From an optimization exercise on the open Yosys and OpenROAD flow, aimed at small area; shortcuts taken in it are not production practice. Only simulation tests tie the RTL to the original design; equivalence was not proved. No activity file was given, so power comes from the tool's default toggle rates.

==> flow/design.v <==
module STS_generator(
    input       [3:0]   addr,
    output reg  [15:0]  rom
);
    always @(*) begin
        case (addr)
            4'd0: rom = {8'hde, 8'h01};
            4'd1: rom = {8'hfd, 8'hec};
            4'd2: rom = {8'h24, 8'hfd};
            4'd3: rom = {8'h18, 8'h00};
            4'd4: rom = {8'h24, 8'hfd};
            4'd5: rom = {8'hfd, 8'hec};
            4'd6: rom = {8'hde, 8'h01};
            4'd7: rom = {8'h0c, 8'h0c};
            4'd8: rom = {8'h01, 8'hde};
            4'd9: rom = {8'hec, 8'hfd};
            4'd10: rom = {8'hfd, 8'h24};
            4'd11: rom = {8'h00, 8'h18};
            4'd12: rom = {8'hfd, 8'h24};
            4'd13: rom = {8'hec, 8'hfd};
            4'd14: rom = {8'h01, 8'hde};
            4'd15: rom = {8'h0c, 8'h0c};
        endcase
    end
endmodule
module LTS_generator(
    input       [5:0]   addr,
    output      [15:0]  rom
);
    wire        neg = addr[5] && (addr[4:0] != 5'd0);
    wire [5:0]  k   = neg ? (~addr + 6'd1) : addr;
    reg  [7:0]  re, im;
    always @(*) begin
        case (k)
            6'd0: begin re = 8'h28; im = 8'h00; end
            6'd1: begin re = 8'hff; im = 8'he1; end
            6'd2: begin re = 8'h0a; im = 8'he4; end
            6'd3: begin re = 8'h19; im = 8'h15; end
            6'd4: begin re = 8'h05; im = 8'h07; end
            6'd5: begin re = 8'h0f; im = 8'hea; end
            6'd6: begin re = 8'he3; im = 8'hf2; end
            6'd7: begin re = 8'hf6; im = 8'he5; end
            6'd8: begin re = 8'h19; im = 8'hf9; end
            6'd9: begin re = 8'h0e; im = 8'h01; end
            6'd10: begin re = 8'h00; im = 8'he3; end
            6'd11: begin re = 8'hdd; im = 8'hf4; end
            6'd12: begin re = 8'h06; im = 8'hf1; end
            6'd13: begin re = 8'h0f; im = 8'hfc; end
            6'd14: begin re = 8'hfa; im = 8'h29; end
            6'd15: begin re = 8'h1f; im = 8'hff; end
            6'd16: begin re = 8'h10; im = 8'hf0; end
            6'd17: begin re = 8'h09; im = 8'h19; end
            6'd18: begin re = 8'hf1; im = 8'h0a; end
            6'd19: begin re = 8'hde; im = 8'h11; end
            6'd20: begin re = 8'h15; im = 8'h18; end
            6'd21: begin re = 8'h12; im = 8'h04; end
            6'd22: begin re = 8'hf1; im = 8'h15; end
            6'd23: begin re = 8'hf2; im = 8'hfa; end
            6'd24: begin re = 8'hf7; im = 8'hd9; end
            6'd25: begin re = 8'he1; im = 8'hfc; end
            6'd26: begin re = 8'hdf; im = 8'hfb; end
            6'd27: begin re = 8'h13; im = 8'hed; end
            6'd28: begin re = 8'hff; im = 8'h0e; end
            6'd29: begin re = 8'he8; im = 8'h1d; end
            6'd30: begin re = 8'h17; im = 8'h1b; end
            6'd31: begin re = 8'h03; im = 8'h19; end
            6'd32: begin re = 8'hd8; im = 8'h00; end
            default: begin re = 8'hxx; im = 8'hxx; end
        endcase
    end
    assign rom = {re, neg ? 8'd0 - im : im};
endmodule
module symbol_train(
    input               clk         ,
    input               rst_n       ,
    input               Tx_Clr      ,
    input               Start_En    ,
    output      [7:0]   Train_Im    ,
    output      [7:0]   Train_Re    ,
    output              Train_Adv
);
    localparam [8:0] ARMED = 9'd63;
    localparam [8:0] DONE  = 9'd385;
    reg  [8:0]  c;
    assign Train_Adv = !Tx_Clr && (Start_En || c != ARMED) && c != DONE;
    always @(posedge clk or negedge rst_n) begin
        if (!rst_n)
            c <= ARMED;
        else if (Tx_Clr)
            c <= ARMED;
        else
            c <= c + {8'd0, Train_Adv};
    end
    wire [15:0] sts_w;
    STS_generator u_STS (.addr(c[3:0]), .rom(sts_w));
    wire [15:0] sts = (c == 9'd63 || c == 9'd223) ? 16'h0606 : sts_w;
    wire [15:0] lts_w;
    LTS_generator u_LTS (.addr(c[5:0]), .rom(lts_w));
    wire [15:0] lts = (c == 9'd224) ? {8'hEC, lts_w[7:0]} :
                      (c == 9'd384) ? 16'h1400 : lts_w;
    wire [15:0] s = (c <= 9'd223) ? sts : lts;
    assign Train_Re = {s[14], s[14:8]};
    assign Train_Im = {s[6], s[6:0]};
endmodule
module spram_64(
    input               clk ,
    input       [15:0]  din ,
    output      [15:0]  dout,
    output      [15:0]  tap
);
    reg [15:0] r [0:63];
    integer i;
    always @(posedge clk) begin
        r[0] <= din;
        for (i = 1; i < 64; i = i + 1)
            r[i] <= r[i-1];
    end
    assign dout = r[63];
    assign tap  = r[47];
endmodule
module cp_add(
    input               clk         ,
    input               rst_n       ,
    input       [7:0]   Din_Re      ,
    input       [7:0]   Din_Im      ,
    input               Din_En      ,
    input       [5:0]   Din_Index   ,
    output      [7:0]   Cp_Re       ,
    output      [7:0]   Cp_Im       ,
    output              Cp_Vld
);
    wire [15:0] dly, first;
    spram_64 u_buf (.clk(clk), .din({Din_Re, Din_Im}), .dout(dly), .tap(first));
    wire        cp     = (Din_Index[5:4] == 2'b11);
    wire        w48    = cp && (Din_Index[3:0] == 4'd0);
    reg  [7:0]  Prev_Re, Prev_Im;
    always @(posedge clk or negedge rst_n) begin
        if (!rst_n) begin
            Prev_Re <= 8'd0;
            Prev_Im <= 8'd0;
        end else if (w48) begin
            Prev_Re <= first[15:8];
            Prev_Im <= first[7:0];
        end
    end
    reg  [6:0]  rd_st;
    wire        rd_en = (rd_st != 7'd0);
    always @(posedge clk or negedge rst_n) begin
        if (!rst_n)
            rd_st <= 7'd0;
        else if (Din_Index == 6'd62)
            rd_st <= 7'h40;
        else if (rd_st == 7'h09)
            rd_st <= 7'd0;
        else
            rd_st <= {rd_st[5:0], rd_st[6] ^ rd_st[5]};
    end
    wire [7:0]  win_re, win_im;
    wire [8:0]  cy_re, cy_im;
    assign cy_re[0] = 1'b0;
    assign cy_im[0] = 1'b0;
    genvar b;
    generate
        for (b = 0; b < 8; b = b + 1) begin : g_add
            assign win_re[b]  = Prev_Re[b] ^ Din_Re[b] ^ cy_re[b];
            assign cy_re[b+1] = (Prev_Re[b] & Din_Re[b]) | (cy_re[b] & (Prev_Re[b] ^ Din_Re[b]));
            assign win_im[b]  = Prev_Im[b] ^ Din_Im[b] ^ cy_im[b];
            assign cy_im[b+1] = (Prev_Im[b] & Din_Im[b]) | (cy_im[b] & (Prev_Im[b] ^ Din_Im[b]));
        end
    endgenerate
    assign Cp_Vld = cp || rd_en;
    assign Cp_Re  = w48 ? {1'b0, win_re[7:1]} : cp ? Din_Re : dly[15:8];
    assign Cp_Im  = w48 ? {1'b0, win_im[7:1]} : cp ? Din_Im : dly[7:0];
endmodule
`timescale 1ns / 1ps
module ofdm_tx_backend(
    input               clk             ,
    input               rst_n           ,
    input               Tx_Clr          ,
    input               Train_Start_En  ,
    input       [7:0]   Din_Re          ,
    input       [7:0]   Din_Im          ,
    input               Din_En          ,
    input       [5:0]   Din_Index       ,
    output reg  [7:0]   Dout_Re         ,
    output reg  [7:0]   Dout_Im         ,
    output reg          Dout_Vld
);
    wire [7:0]       Train_Im   ;
    wire [7:0]       Train_Re   ;
    wire             Train_Adv  ;
    wire [7:0]       Cp_Re      ;
    wire [7:0]       Cp_Im      ;
    wire             Cp_Vld     ;
    symbol_train  u_train (
        .clk                (clk            ),
        .rst_n              (rst_n          ),
        .Tx_Clr             (Tx_Clr         ),
        .Start_En           (Train_Start_En ),
        .Train_Im           (Train_Im       ),
        .Train_Re           (Train_Re       ),
        .Train_Adv          (Train_Adv      )
    );
    cp_add  u_cp_add(
        .clk                (clk            ),
        .rst_n              (rst_n          ),
        .Din_Re             (Din_Re         ),
        .Din_Im             (Din_Im         ),
        .Din_En             (Din_En         ),
        .Din_Index          (Din_Index      ),
        .Cp_Re              (Cp_Re          ),
        .Cp_Im              (Cp_Im          ),
        .Cp_Vld             (Cp_Vld         )
    );
    always @(posedge clk or negedge rst_n) begin
        if (!rst_n)
            Dout_Vld <= 1'b0;
        else
            Dout_Vld <= Train_Adv | Cp_Vld;
    end
    always @(posedge clk) begin
        Dout_Im <= Train_Adv ? Train_Re : Cp_Re;
        Dout_Re <= Train_Adv ? Train_Im : Cp_Im;
    end
endmodule
export LEC_CHECK = 0
export CAP_MARGIN = 20
export CORE_MARGIN = 2
export CORE_UTILIZATION = 40
export GPL_TIMING_DRIVEN = 0
export SLEW_MARGIN = 20
create_clock -name core_clock -period 5.0 [get_ports {clk}]
standard.sh (not shown) runs the stock make flow with config.mk's settings and CLKGATE_MAP_FILE= SYNTH_SCRIPT=/design/flow/synth_recipe.tcl, a recipe that flattens the netlist after the stock synthesis.
==> flow/flow/run.sh <==
#!/bin/bash
# Own layout flow: the standard flow (standard.sh) with
#  - the standard synthesis script, except that ABC maps for area
#    (flow/abc_area.script) instead of delay; registers are untouched,
#  - clock tree synthesis without dummy loads,
#  - the smallest buffer on the input and output ports.
# Each tool's output goes to the ORFS logs under orfs/logs/; make's own
# output goes to flow_make.log here.
set -euo pipefail
W=$(pwd)

# synthesis script: synth_recipe.tcl with the ABC script replaced
{
  echo "proc abc {args} { set i [lsearch \$args -script]; lset args [expr {\$i+1}] $W/flow/abc_area.script; yosys abc {*}\$args }"
  cat "$W/synth_recipe.tcl"
} > "$W/flow_synth.tcl"
sed "s#$W/synth_recipe.tcl#$W/flow_synth.tcl#g" "$W/standard.sh" > "$W/flow_standard.sh"
grep -q flow_synth.tcl "$W/flow_standard.sh"

export CTS_ARGS="-sink_clustering_enable -repair_clock_nets -dont_use_dummy_load -sink_clustering_size 36 -sink_clustering_max_diameter 60"
export BUFFER_PORTS_ARGS="-buffer_cell sky130_fd_sc_hd__buf_1"

bash "$W/flow_standard.sh" > "$W/flow_make.log" 2>&1
==> flow/flow/abc_area.script <==
strash
&get -n
&deepsyn -T 20
&put
dch -f
amap
Then changed:
--- a/flow/design.v
+++ b/flow/design.v
@@ -113,13 +113,13 @@
     always @(posedge clk) begin
         r[0] <= din;
         for (i = 1; i < 64; i = i + 1)
             r[i] <= r[i-1];
     end
     assign dout = r[63];
-    assign tap  = r[47];
+    assign tap  = r[62];
 endmodule
 module cp_add(
     input               clk         ,
     input               rst_n       ,
     input       [7:0]   Din_Re      ,
     input       [7:0]   Din_Im      ,
@@ -128,20 +128,18 @@
     output      [7:0]   Cp_Re       ,
     output      [7:0]   Cp_Im       ,
     output              Cp_Vld
 );
     wire [15:0] dly, first;
     spram_64 u_buf (.clk(clk), .din({Din_Re, Din_Im}), .dout(dly), .tap(first));
-    wire        cp     = (Din_Index[5:4] == 2'b11);
-    wire        w48    = cp && (Din_Index[3:0] == 4'd0);
     reg  [7:0]  Prev_Re, Prev_Im;
     always @(posedge clk or negedge rst_n) begin
         if (!rst_n) begin
             Prev_Re <= 8'd0;
             Prev_Im <= 8'd0;
-        end else if (w48) begin
+        end else if (Din_Index == 6'd63) begin
             Prev_Re <= first[15:8];
             Prev_Im <= first[7:0];
         end
     end
     reg  [6:0]  rd_st;
     wire        rd_en = (rd_st != 7'd0);
@@ -152,25 +150,16 @@
             rd_st <= 7'h40;
         else if (rd_st == 7'h09)
             rd_st <= 7'd0;
         else
             rd_st <= {rd_st[5:0], rd_st[6] ^ rd_st[5]};
     end
-    wire [7:0]  win_re, win_im;
-    wire [8:0]  cy_re, cy_im;
-    assign cy_re[0] = 1'b0;
-    assign cy_im[0] = 1'b0;
-    genvar b;
-    generate
-        for (b = 0; b < 8; b = b + 1) begin : g_add
-            assign win_re[b]  = Prev_Re[b] ^ Din_Re[b] ^ cy_re[b];
-            assign cy_re[b+1] = (Prev_Re[b] & Din_Re[b]) | (cy_re[b] & (Prev_Re[b] ^ Din_Re[b]));
-            assign win_im[b]  = Prev_Im[b] ^ Din_Im[b] ^ cy_im[b];
-            assign cy_im[b+1] = (Prev_Im[b] & Din_Im[b]) | (cy_im[b] & (Prev_Im[b] ^ Din_Im[b]));
-        end
-    endgenerate
+    wire [7:0]  win_re = Prev_Re + Din_Re;
+    wire [7:0]  win_im = Prev_Im + Din_Im;
+    wire        cp     = (Din_Index[5:4] == 2'b11);
+    wire        w48    = cp && (Din_Index[3:0] == 4'd0);
     assign Cp_Vld = cp || rd_en;
     assign Cp_Re  = w48 ? {1'b0, win_re[7:1]} : cp ? Din_Re : dly[15:8];
     assign Cp_Im  = w48 ? {1'b0, win_im[7:1]} : cp ? Din_Im : dly[7:0];
 endmodule
 `timescale 1ns / 1ps
 module ofdm_tx_backend(
Result: The new run passed the timing, DRC and antenna checks. Wire length grows by a few percent. Cell area grows slightly. Cell count grows by a few percent. Hold slack is worse by 0.0067 ns. Setup slack is better by 0.14 ns. Utilization shrinks by 0.22 points. Power shrinks slightly. Via count grows by a few percent.

[re-timing with driven ports]
How much do the figures lean on ideal ports? The routed layouts below were timed once more, with nothing changed but the port constraints. Step 1 (the two cells are an assumption about what drives the block):
set clk [get_ports {clk}]
set_driving_cell -lib_cell sky130_fd_sc_hd__clkbuf_16 $clk
set_driving_cell -lib_cell sky130_fd_sc_hd__buf_2 [delete_from_list [all_inputs] $clk]
Step 2 also shifts input and output timing later by t, the mid clock arrival at the registers, as if the neighbouring blocks saw the same clock. a / b / c = ideal ports / drivers / drivers and shift; a / b = the first two.
| run | t (ns) | setup slack, ns | worst setup path after step 2 | clock arrival spread, ns | worst register clock-pin slew, ns |
|---|---|---|---|---|---|
| the first run | 0.619 | 0.189 / 0.189 / 0.128 | input to register | 0.112 / 0.112 | 0.12 / 0.12 |
| the second run | 0.627 | 0.326 / 0.326 / 0.326 | register to register | 0.109 / 0.109 | 0.12 / 0.12 |
After both steps every run listed still meets setup and hold. The setup slack of the first run, which loses most, moves by 0.000 ns with the drivers and by -0.061 ns with both steps.
